What follows belongs to an exercise in optimizing a design on an open flow for small area; a production flow would make more cautious choices.
RTL that was checked went through simulation tests only; none was proved equivalent to the original.
Power and IR drop assume default switching activity.

Setup of v54:
## main
module main( 
   gain, leds, pwm_out, shutdown_b,
   buttons, clk, rst
   );
   input wire clk, rst;
   input  wire  [3:0] buttons;
   output logic       pwm_out;
   output logic       shutdown_b, gain;
   output logic [1:0] leds;
   logic [3:0] buttons_db;
   wire        waveform_rise;
   wire [2:0]  unused_rise;
   debouncer #(.RISE(1)) DB0 (.clk(clk), .rst(rst), .bouncy_in(buttons[0]),
                              .debounced_out(buttons_db[0]), .rise(waveform_rise));
   debouncer DB1 (.clk(clk), .rst(rst), .bouncy_in(buttons[1]),
                  .debounced_out(buttons_db[1]), .rise(unused_rise[0]));
   debouncer DB2 (.clk(clk), .rst(rst), .bouncy_in(buttons[2]),
                  .debounced_out(buttons_db[2]), .rise(unused_rise[1]));
   debouncer DB3 (.clk(clk), .rst(rst), .bouncy_in(buttons[3]),
                  .debounced_out(buttons_db[3]), .rise(unused_rise[2]));
   logic state;
   always_ff @(posedge clk) begin
      if (rst) begin
         state <= 0;
      end
      if (buttons_db[1]) begin
         state <= 1;
      end else if (|buttons_db) begin
         state <= 0;
      end
   end
   always_comb begin
      leds[0]    = state;
      leds[1]    = 0;
      shutdown_b = 1;
      gain       = 1;
   end
   logic [1:0] waveform_type;
   always_ff @(posedge clk) begin
      if (rst) begin
         waveform_type <= 0;
      end else if (waveform_rise) begin
         waveform_type <= {waveform_type[0], ~waveform_type[0] & ~waveform_type[1]};
      end
   end
   logic [11:0] pwm_counter;
   logic [1:0]  mod3;    
   logic [2:0]  mod7;    
   logic [3:0]  mod13;   
   logic [6:0]  mod125;  
   always_ff @(posedge clk) begin
      if (rst) begin
         pwm_counter <= 0;
         mod3        <= 0;
         mod7        <= 0;
         mod13       <= 0;
         mod125      <= 0;
      end
      else begin
         pwm_counter <= pwm_counter + 1'b1;
         mod3        <= {mod3[0], ~(mod3[0] | mod3[1])};
         mod7        <= {mod7[1:0], ~(mod7[1] ^ mod7[2])};
         mod13       <= (mod13 == 4'b1010) ? 4'd0 : {mod13[2:0], ~(mod13[2] ^ mod13[3])};
         mod125      <= (mod125 == 7'b1010000) ? 7'd0 : {mod125[5:0], ~(mod125[5] ^ mod125[6])};
      end
   end
   wire take_sample = mod3[1] & (mod7 == 3'b100) & (mod13 == 4'b1010);
   wire song_step = (pwm_counter[2:0] == 3'd5) & mod3[0] & (mod125 == 7'b0000001);
  ...
export LEC_CHECK = 0
export CAP_MARGIN = 20
export CORE_MARGIN = 2
export CORE_UTILIZATION = 70
export SLEW_MARGIN = 20
export SYNTH_MEMORY_MAX_BITS = 16384
create_clock -name core_clock -period 10.0 [get_ports {clk}]
standard.sh (not shown) runs the stock make flow with config.mk's settings and CLKGATE_MAP_FILE= SYNTH_SCRIPT=/design/flow/synth_recipe.tcl, a recipe that flattens the netlist after the stock synthesis.
==> flow/flow/run.sh <==
#!/bin/bash
# Own layout flow: the standard synthesis, then the combinational logic
# between the flip-flops is re-mapped by ABC for area (flip-flops, their
# names and cell types untouched), checked equivalent by a SAT miter with the
# flip-flops cut, and the standard layout steps run on the result.
# Each tool's output goes to a log file in the work folder.
set -euo pipefail
W=$PWD
F=$W/flow
LIB=$FLOW_HOME/platforms/sky130hd/lib/sky130_fd_sc_hd__tt_025C_1v80.lib
YOSYS=${YOSYS_EXE:-$(command -v yosys || echo $FLOW_HOME/../tools/install/yosys/bin/yosys)}
R=$W/orfs/results/$FLOW_PLATFORM/main/base

bash standard.sh synth > $W/log_1_standard_synth.txt 2>&1
cp $R/1_2_yosys.v $W/synth_standard.v

sed -e "s|@LIB@|$LIB|g" -e "s|@IN@|$W/synth_standard.v|g" -e "s|@OUT@|$W/synth_reopt.v|g" \
    -e "s|@ABC@|$F/area.abc|g" $F/reopt.tcl > $W/reopt_run.tcl
ok=0
if $YOSYS -c $W/reopt_run.tcl > $W/log_2_reopt.txt 2>&1; then
  python3 $F/cutff.py $W/synth_standard.v $W/eq_gold.v gold
  python3 $F/cutff.py $W/synth_reopt.v $W/eq_gate.v gate
  sed -e "s|@LIB@|$LIB|g" -e "s|@GOLD@|$W/eq_gold.v|g" -e "s|@GATE@|$W/eq_gate.v|g" \
      $F/equiv.tcl > $W/equiv_run.tcl
  if $YOSYS -c $W/equiv_run.tcl > $W/log_3_equiv.txt 2>&1 \
     && grep -q "SUCCESS" $W/log_3_equiv.txt \
     && ! grep -q 'assign .*\(>>\|[&|^~]\)' $W/synth_reopt.v \
     && [ "$(grep -c 'sky130_fd_sc_hd__e\?dfxtp_[0-9]' $W/synth_standard.v)" = \
          "$(grep -c 'sky130_fd_sc_hd__e\?dfxtp_[0-9]' $W/synth_reopt.v)" ]; then
    ok=1
  fi
fi
if [ $ok = 1 ]; then
  echo "re-mapped netlist is equivalent: using it" > $W/log_4_choice.txt
  cp $W/synth_reopt.v $R/1_2_yosys.v
  rm -f $R/1_synth.odb $R/1_synth.sdc
else
  echo "re-mapped netlist not used: standard synthesis kept" > $W/log_4_choice.txt
fi
# Clock tree: the standard arguments, with small buffers and without the
# dummy loads CTS adds to balance levels.
export CTS_ARGS="-sink_clustering_enable -repair_clock_nets -dont_use_dummy_load -buf_list $(cat $F/cts_bufs.txt)"
bash standard.sh > $W/log_5_layout.txt 2>&1
==> flow/flow/cts_bufs.txt <==
sky130_fd_sc_hd__clkbuf_4
Other scripts of this flow, unchanged in this note and not shown: flow/flow/area.abc, flow/flow/cutff.py, flow/flow/equiv.tcl, flow/flow/reopt.tcl
What v18 does differently from v54 at the input level:
--- a/flow/flow/run.sh
+++ b/flow/flow/run.sh
@@ -40,3 +39,0 @@
-# Clock tree: the standard arguments, with small buffers and without the
-# dummy loads CTS adds to balance levels.
-export CTS_ARGS="-sink_clustering_enable -repair_clock_nets -dont_use_dummy_load -buf_list $(cat $F/cts_bufs.txt)"
removed: flow/flow/cts_bufs.txt
Notes after the runs:
The final layouts of v54 and v18 pass the timing, DRC and antenna checks. v54 consumes less power than v18. Going from v54 to v18, wire length of the first global-routing pass now sits higher; proportion of layout cells with a drive suffix above 1 moved down; final area went up; design internal power increased 270 uW; worst-case setup margin in the final layout down 93 ps. Summary: with v54 as the reference, number of standard cells in the final layout excluding fillers in v18 moved down slightly.
Setup changes, v18 to v27
--- a/flow/flow/run.sh
+++ b/flow/flow/run.sh
@@ -39,0 +40,3 @@
+# Clock tree: the standard arguments, with small buffers and without the
+# dummy loads CTS adds to balance levels.
+export CTS_ARGS="-sink_clustering_enable -repair_clock_nets -dont_use_dummy_load $(cat $F/cts_args.txt)"
==> flow/flow/cts_args.txt (new file) <==
-buf_list sky130_fd_sc_hd__clkbuf_2
Results
v27 completed; timing, DRC and antenna clean. The higher via count of the first global-routing pass of v18 and v27 is in v27. v18 → v27: final instance count without filler cells up 11; share of power burned in combinational logic moved up; slack of the critical path +210 ps. Static power due to leakage (v27 vs. v18) decreases by a few percent. Looking at peak ir drop on the vdd network, v27 sits 0.000060 V lower than v18 does. [compare] base=v18 new=v27: fraction of area in registers +2.6 points; summed area of non-filler cells in the final layout saw a decrease.
Modified inputs, v49 compared to v27
Settings: CORE_UTILIZATION: 70 -> 78.
--- a/flow/flow/run.sh
+++ b/flow/flow/run.sh
@@ -42 +42 @@
-export CTS_ARGS="-sink_clustering_enable -repair_clock_nets -dont_use_dummy_load $(cat $F/cts_args.txt)"
+export CTS_ARGS="-sink_clustering_enable -repair_clock_nets -dont_use_dummy_load -buf_list $(cat $F/cts_bufs.txt)"
==> flow/flow/cts_bufs.txt (new file) <==
sky130_fd_sc_hd__clkbuf_4
removed: flow/flow/cts_args.txt
==> run summary <==
v49 did not stop at any stage, and its layout met the timing, DRC and antenna checks.
[diff] cell area, v49 relative to v27: regression
v27 → v49: detailed placer's ending HPWL moved up; slack of the critical path moved down.
Edits applied to the flow inputs when going from v49 to v38:
Settings: CORE_UTILIZATION changed from 78 to 85; PLACE_DENSITY newly set to 0.85.
--- a/flow/flow/run.sh
+++ b/flow/flow/run.sh
@@ -40,3 +39,0 @@
-# Clock tree: the standard arguments, with small buffers and without the
-# dummy loads CTS adds to balance levels.
-export CTS_ARGS="-sink_clustering_enable -repair_clock_nets -dont_use_dummy_load -buf_list $(cat $F/cts_bufs.txt)"
removed: flow/flow/cts_bufs.txt
[summary]
- v38 got as far as global routing, where a tool error ended the run.
- Between v38 and v49, it is v38 whose final weighted congestion in routability-driven placement is higher, by 0.045.
- On post-place instance area, v38 and v49 are neck and neck.
- In v38, setup slack after placement is lower than in v49.
- Relative to v49, number of cells after detailed placement has gone down in v38.
- Going from v49 to v38, H-tree level count has decreased; starting density of the core has increased.
Edits applied to the flow inputs when going from v38 to v16:
Settings: putting CTS_BUF_LIST at sky130_fd_sc_hd__clkbuf_4 where nothing was set; clearing PLACE_DENSITY, which used to be 0.85; swapping 85 for 70 in CORE_UTILIZATION.
==> run summary <==
- v16: full flow OK, the timing, DRC and antenna checks passed
- Seen in the log of v38: GRT-0232 during global routing, after which the run never completed.
- Compared v16 against v38; top-level port count within noise.
- Compared v16 vs v38, and minimum setup slack after placement is up in v16.
- Chip height: higher on v16
- Starting utilization of the core area, v38 and v16: larger value in v38
- The final RePlAce weighted congestion was comparable across v38 and v16.
- Looking at number of buffers created by CTS, v16 sits 29 above v38.
- Between v38 and v16, the cell total after placement is lower for v38.
- Horizontal extent of the die came out higher on v16 than on v38.
- On v16: half-perimeter wire length of the detailed placement result is 2000 um lower than what v38 gave.
- Placement-stage cell area of v38 is on par with v16.
Function was not checked in any run of this note: the RTL went through the layout flow alone.

---

The RTL this note starts from:
==> flow/design.v <==
`timescale 1ns / 1ps
module debouncer #(parameter RISE = 0)
   (input wire clk, rst, bouncy_in,
    output logic debounced_out,
    output wire  rise);
   logic [3:0] cnt;
   wire settled = cnt[3] & cnt[2];
   always_ff @(posedge clk) begin
      if (rst) begin
         debounced_out <= 0;
         cnt           <= 4'd12;
      end
      else if (settled) begin
         cnt <= (bouncy_in != debounced_out) ? 4'd0 : 4'd12;
      end
      else if (cnt[3] & cnt[1]) begin  
         debounced_out <= bouncy_in;
         cnt           <= (RISE && bouncy_in && !debounced_out) ? 4'd14 : 4'd12;
      end
      else begin
         cnt <= cnt + 1'b1;
      end
   end
   assign rise = RISE ? (cnt[3] & cnt[2] & cnt[1]) : 1'b0;
endmodule
`default_nettype none
`timescale 1ns / 100ps
module channel #(parameter W = 9, parameter PP = 0, parameter PA = 0,
                 parameter PB = 0)
   (input  wire       clk, rst, demo, alt,
    output logic [5:0] period);
   logic [W-1:0] counter;
   logic         clk_div;
   localparam PMAX = (PP > PA) ? ((PP > PB) ? PP : PB) : ((PA > PB) ? PA : PB);
   function automatic ge(input [W-1:0] c, input integer p);
      if (p == PMAX) ge = &(c | ~p[W-1:0]);
      else           ge = (c >= p);
   endfunction
   wire wrap = demo ? (alt ? ge(counter, PB) : ge(counter, PA))
                    : ge(counter, PP);
   always_ff @(posedge clk) begin
      if (rst) begin
         counter <= 0;
         clk_div <= 0;
         period  <= 0;
      end
      else begin
         counter <= wrap ? 0 : counter + 1'b1;
         clk_div <= clk_div ^ wrap;
         if (clk_div & (counter == 0)) period <= period + 1'b1;
      end
   end
endmodule
`default_nettype none
`timescale 1ns / 1ps
module main( 
   gain, leds, pwm_out, shutdown_b,
   buttons, clk, rst
   );
   input wire clk, rst;
   input  wire  [3:0] buttons;
   output logic       pwm_out;
   output logic       shutdown_b, gain;
   output logic [1:0] leds;
   logic [3:0] buttons_db;
   wire        waveform_rise;
   wire [2:0]  unused_rise;
   debouncer #(.RISE(1)) DB0 (.clk(clk), .rst(rst), .bouncy_in(buttons[0]),
                              .debounced_out(buttons_db[0]), .rise(waveform_rise));
   debouncer DB1 (.clk(clk), .rst(rst), .bouncy_in(buttons[1]),
                  .debounced_out(buttons_db[1]), .rise(unused_rise[0]));
   debouncer DB2 (.clk(clk), .rst(rst), .bouncy_in(buttons[2]),
                  .debounced_out(buttons_db[2]), .rise(unused_rise[1]));
   debouncer DB3 (.clk(clk), .rst(rst), .bouncy_in(buttons[3]),
                  .debounced_out(buttons_db[3]), .rise(unused_rise[2]));
   logic state;
   always_ff @(posedge clk) begin
      if (rst) begin
         state <= 0;
      end
      if (buttons_db[1]) begin
         state <= 1;
      end else if (|buttons_db) begin
         state <= 0;
      end
   end
   always_comb begin
      leds[0]    = state;
      leds[1]    = 0;
      shutdown_b = 1;
      gain       = 1;
   end
   logic [1:0] waveform_type;
   always_ff @(posedge clk) begin
      if (rst) begin
         waveform_type <= 0;
      end else if (waveform_rise) begin
         waveform_type <= {waveform_type[0], ~waveform_type[0] & ~waveform_type[1]};
      end
   end
   logic [11:0] pwm_counter;
   logic [1:0]  mod3;    
   logic [2:0]  mod7;    
   logic [3:0]  mod13;   
   logic [6:0]  mod125;  
   always_ff @(posedge clk) begin
      if (rst) begin
         pwm_counter <= 0;
         mod3        <= 0;
         mod7        <= 0;
         mod13       <= 0;
         mod125      <= 0;
      end
      else begin
         pwm_counter <= pwm_counter + 1'b1;
         mod3        <= {mod3[0], ~(mod3[0] | mod3[1])};
         mod7        <= {mod7[1:0], ~(mod7[1] ^ mod7[2])};
         mod13       <= (mod13 == 4'b1010) ? 4'd0 : {mod13[2:0], ~(mod13[2] ^ mod13[3])};
         mod125      <= (mod125 == 7'b1010000) ? 7'd0 : {mod125[5:0], ~(mod125[5] ^ mod125[6])};
      end
   end
   wire take_sample = mod3[1] & (mod7 == 3'b100) & (mod13 == 4'b1010);
   wire song_step = (pwm_counter[2:0] == 3'd5) & mod3[0] & (mod125 == 7'b0000001);
   logic [6:0] song_pos;
   logic       was_demo;
   always_ff @(posedge clk) begin
      was_demo <= state;
      if (rst) begin
         song_pos <= 0;
      end else if (song_step) begin
         song_pos <= was_demo ? song_pos + 1'b1 : 7'd0;
      end
   end
   wire [2:0] row = song_pos[6:4];
   logic [11:0] vols;
   always_comb begin
      case (row)
        3'd0: vols = 12'b11_00_00_00_00_00;
        3'd1: vols = 12'b11_11_00_00_00_00;
        3'd2: vols = 12'b11_11_11_00_00_00;
        3'd3: vols = 12'b11_11_11_11_00_00;
        3'd4: vols = 12'b10_10_10_10_11_10;
        3'd5: vols = 12'b10_10_10_10_11_11;
        3'd6: vols = 12'b01_01_01_10_10_10;
        default: vols = 12'b01_01_01_01_01_01;
      endcase
   end
   wire [5:0] p0, p1, p2, p4, p8, p12, p16, p20;
   channel #(.W(9), .PP(212), .PA(357), .PB(357)) CH0
     (.clk(clk), .rst(rst), .demo(state), .alt(1'b0), .period(p0));
   channel #(.W(9), .PP(106), .PA(357), .PB(357)) CH1
     (.clk(clk), .rst(rst), .demo(state), .alt(1'b0), .period(p1));
   channel #(.W(9), .PP(0), .PA(357), .PB(357)) CH2
     (.clk(clk), .rst(rst), .demo(state), .alt(1'b0), .period(p2));
   channel #(.W(9), .PP(0), .PA(212), .PB(283)) CH4
     (.clk(clk), .rst(rst), .demo(state), .alt(row >= 3'd1), .period(p4));
   channel #(.W(8), .PP(0), .PA(212), .PB(238)) CH8
     (.clk(clk), .rst(rst), .demo(state), .alt(row >= 3'd2), .period(p8));
   channel #(.W(8), .PP(0), .PA(212), .PB(178)) CH12
     (.clk(clk), .rst(rst), .demo(state), .alt(row >= 3'd3), .period(p12));
   channel #(.W(8), .PP(0), .PA(212), .PB(141)) CH16
     (.clk(clk), .rst(rst), .demo(state), .alt(row >= 3'd4), .period(p16));
   channel #(.W(8), .PP(0), .PA(212), .PB(118)) CH20
     (.clk(clk), .rst(rst), .demo(state), .alt(row >= 3'd5), .period(p20));
   logic [7:0] w0, w1;
   always_comb begin
      case (waveform_type)
        2'd1: begin
           w0 = {p0[4:0], {3{p0[0]}}} ^ {8{p0[5]}};
           w1 = {p1[4:0], {3{p1[0]}}} ^ {8{p1[5]}};
        end
        2'd2: begin
           w0 = {p0, {2{p0[0]}}};
           w1 = {p1, {2{p1[0]}}};
        end
        default: begin
           w0 = {8{p0[5]}};
           w1 = {8{p1[5]}};
        end
      endcase
   end
   wire [8:0] play_audio = (buttons[2] ? w0 : 8'd0) + (buttons[3] ? w1 : 8'd0);
   function automatic [2:0] vol_count(input [1:0] vol);
      vol_count = (vol == 2'd3) ? 3'd4 : {1'b0, vol};
   endfunction
   wire [4:0] high_count =
        {4'd0, p0[5] & (vols[11:10] != 2'd0)}
      + {4'd0, p1[5] & vols[11]}
      + {3'd0, p2[5] & (vols[11:10] == 2'd3), 1'b0}
      + ({5{p4[5]}}  & {2'd0, vol_count(vols[9:8])})
      + ({5{p8[5]}}  & {2'd0, vol_count(vols[7:6])})
      + ({5{p12[5]}} & {2'd0, vol_count(vols[5:4])})
      + ({5{p16[5]}} & {2'd0, vol_count(vols[3:2])})
      + ({5{p20[5]}} & {2'd0, vol_count(vols[1:0])});
   wire [3:0]  high_less = high_count[3:0] - 1'b1;
   wire [11:0] demo_audio = (high_count == 5'd0) ? 12'd0
                                                 : {high_less, 4'hF, ~high_less};
   wire [11:0] audio = state ? demo_audio : {3'd0, play_audio};
   logic [11:0] sample;
   wire  [11:0] pwm_counter_rev;
   genvar i;
   generate
      for (i = 0; i < 12; i++) begin : REV
         assign pwm_counter_rev[i] = pwm_counter[11-i];
      end
   endgenerate
   always_ff @(posedge clk) begin
      if (rst | take_sample) begin
         sample <= audio;
      end
      pwm_out <= (sample >= pwm_counter_rev) & (sample != 0);
   end
endmodule
==> flow/config.mk <==
export PLATFORM = sky130hd
export DESIGN_NAME = main
export DESIGN_NICKNAME = main
export VERILOG_FILES = /design/flow/design.v
export SDC_FILE = /design/flow/constraint.sdc
export NUM_CORES = 4
export LEC_CHECK = 0
export CAP_MARGIN = 20
export CORE_MARGIN = 2
export CORE_UTILIZATION = 70
export SLEW_MARGIN = 20
export SYNTH_MEMORY_MAX_BITS = 16384
==> flow/constraint.sdc <==
create_clock -name core_clock -period 10.0 [get_ports {clk}]
set_input_delay 2.0000 -clock core_clock [delete_from_list [all_inputs] [get_ports {clk}]]
set_output_delay 2.0000 -clock core_clock [all_outputs]
set_load 0.01 [all_outputs]
==> flow/flow/run.sh <==
#!/bin/bash
# Own layout flow: the standard synthesis, then the combinational logic
# between the flip-flops is re-mapped by ABC for area (flip-flops, their
# names and cell types untouched), checked equivalent by a SAT miter with the
# flip-flops cut, and the standard layout steps run on the result.
# Each tool's output goes to a log file in the work folder.
set -euo pipefail
W=$PWD
F=$W/flow
LIB=$FLOW_HOME/platforms/sky130hd/lib/sky130_fd_sc_hd__tt_025C_1v80.lib
YOSYS=${YOSYS_EXE:-$(command -v yosys || echo $FLOW_HOME/../tools/install/yosys/bin/yosys)}
R=$W/orfs/results/$FLOW_PLATFORM/main/base

bash standard.sh synth > $W/log_1_standard_synth.txt 2>&1
cp $R/1_2_yosys.v $W/synth_standard.v

sed -e "s|@LIB@|$LIB|g" -e "s|@IN@|$W/synth_standard.v|g" -e "s|@OUT@|$W/synth_reopt.v|g" \
    -e "s|@ABC@|$F/area.abc|g" $F/reopt.tcl > $W/reopt_run.tcl
ok=0
if $YOSYS -c $W/reopt_run.tcl > $W/log_2_reopt.txt 2>&1; then
  python3 $F/cutff.py $W/synth_standard.v $W/eq_gold.v gold
  python3 $F/cutff.py $W/synth_reopt.v $W/eq_gate.v gate
  sed -e "s|@LIB@|$LIB|g" -e "s|@GOLD@|$W/eq_gold.v|g" -e "s|@GATE@|$W/eq_gate.v|g" \
      $F/equiv.tcl > $W/equiv_run.tcl
  if $YOSYS -c $W/equiv_run.tcl > $W/log_3_equiv.txt 2>&1 \
     && grep -q "SUCCESS" $W/log_3_equiv.txt \
     && ! grep -q 'assign .*\(>>\|[&|^~]\)' $W/synth_reopt.v \
     && [ "$(grep -c 'sky130_fd_sc_hd__e\?dfxtp_[0-9]' $W/synth_standard.v)" = \
          "$(grep -c 'sky130_fd_sc_hd__e\?dfxtp_[0-9]' $W/synth_reopt.v)" ]; then
    ok=1
  fi
fi
if [ $ok = 1 ]; then
  echo "re-mapped netlist is equivalent: using it" > $W/log_4_choice.txt
  cp $W/synth_reopt.v $R/1_2_yosys.v
  rm -f $R/1_synth.odb $R/1_synth.sdc
else
  echo "re-mapped netlist not used: standard synthesis kept" > $W/log_4_choice.txt
fi
# Clock tree: the standard arguments, with small buffers and without the
# dummy loads CTS adds to balance levels.
export CTS_ARGS="-sink_clustering_enable -repair_clock_nets -dont_use_dummy_load $(cat $F/cts_args.txt)"
# Port buffers: every input and output still gets one, of the cell named here.
if [ -f $F/buffer_ports_args.txt ]; then
  export BUFFER_PORTS_ARGS="$(cat $F/buffer_ports_args.txt)"
fi
bash standard.sh > $W/log_5_layout.txt 2>&1
==> flow/flow/buffer_ports_args.txt <==
-buffer_cell sky130_fd_sc_hd__buf_1
==> flow/flow/cts_args.txt <==
-buf_list {sky130_fd_sc_hd__clkbuf_4 sky130_fd_sc_hd__clkbuf_8}
Other scripts of this flow, unchanged in this note and not shown: flow/flow/area.abc, flow/flow/cutff.py, flow/flow/equiv.tcl, flow/flow/reopt.tcl
Change:
--- a/flow/flow/run.sh
+++ b/flow/flow/run.sh
@@ -41,7 +41,3 @@
 # dummy loads CTS adds to balance levels.
 export CTS_ARGS="-sink_clustering_enable -repair_clock_nets -dont_use_dummy_load $(cat $F/cts_args.txt)"
-# Port buffers: every input and output still gets one, of the cell named here.
-if [ -f $F/buffer_ports_args.txt ]; then
-  export BUFFER_PORTS_ARGS="$(cat $F/buffer_ports_args.txt)"
-fi
 bash standard.sh > $W/log_5_layout.txt 2>&1
==> flow/flow/cts_args.txt (replaced) <==
-buf_list sky130_fd_sc_hd__clkbuf_2 sky130_fd_sc_hd__clkbuf_4 -sink_clustering_size 8
removed: flow/flow/buffer_ports_args.txt
With this change the flow failed in clock tree synthesis.
Synthesized area does not change.
Synthesized cell count does not change.

[separate check: timing with driven ports]
The results above use ideal ports. As a check the final layouts listed here were re-extracted and re-timed, cells and wires unchanged.
Step 1 sets driving cells, clkbuf_16 on the clock port and buf_2 on the other inputs (assumed; they add their load-dependent delay and slew).
Step 2, shift: input delay + t, output delay - t, t = (earliest + latest rising clock arrival at the registers) / 2. This alone moves slack from input paths to output paths.
Slacks: ideal / step 1 / step 2; pairs: ideal / step 1.
| run | t (ns) | setup slack, ns | worst hold slack (ns) | worst setup path after step 2 |
|---|---|---|---|---|
| v54 | 0.593 | 5.259 / 5.273 / 4.680 | 0.431 / 0.431 / 0.431 | input to register |
| v18 | 0.520 | 5.166 / 5.186 / 4.666 | 0.426 / 0.426 / 0.426 | input to register |
| v27 | 0.722 | 5.380 / 5.391 / 4.669 | 0.433 / 0.433 / 0.433 | input to register |
| v49 | 0.579 | 5.215 / 5.228 / 4.649 | 0.421 / 0.421 / 0.421 | input to register |
| v16 | 0.603 | 5.307 / 5.319 / 4.716 | 0.431 / 0.431 / 0.431 | input to register |
| the first run of note 2 | 0.473 | 5.137 / 5.136 / 4.663 | 0.436 / 0.436 / 0.436 | input to register |
After both steps every run listed still meets setup and hold. The setup slack of v27, which loses most, moves by +0.011 ns with the drivers and by -0.711 ns with both steps.
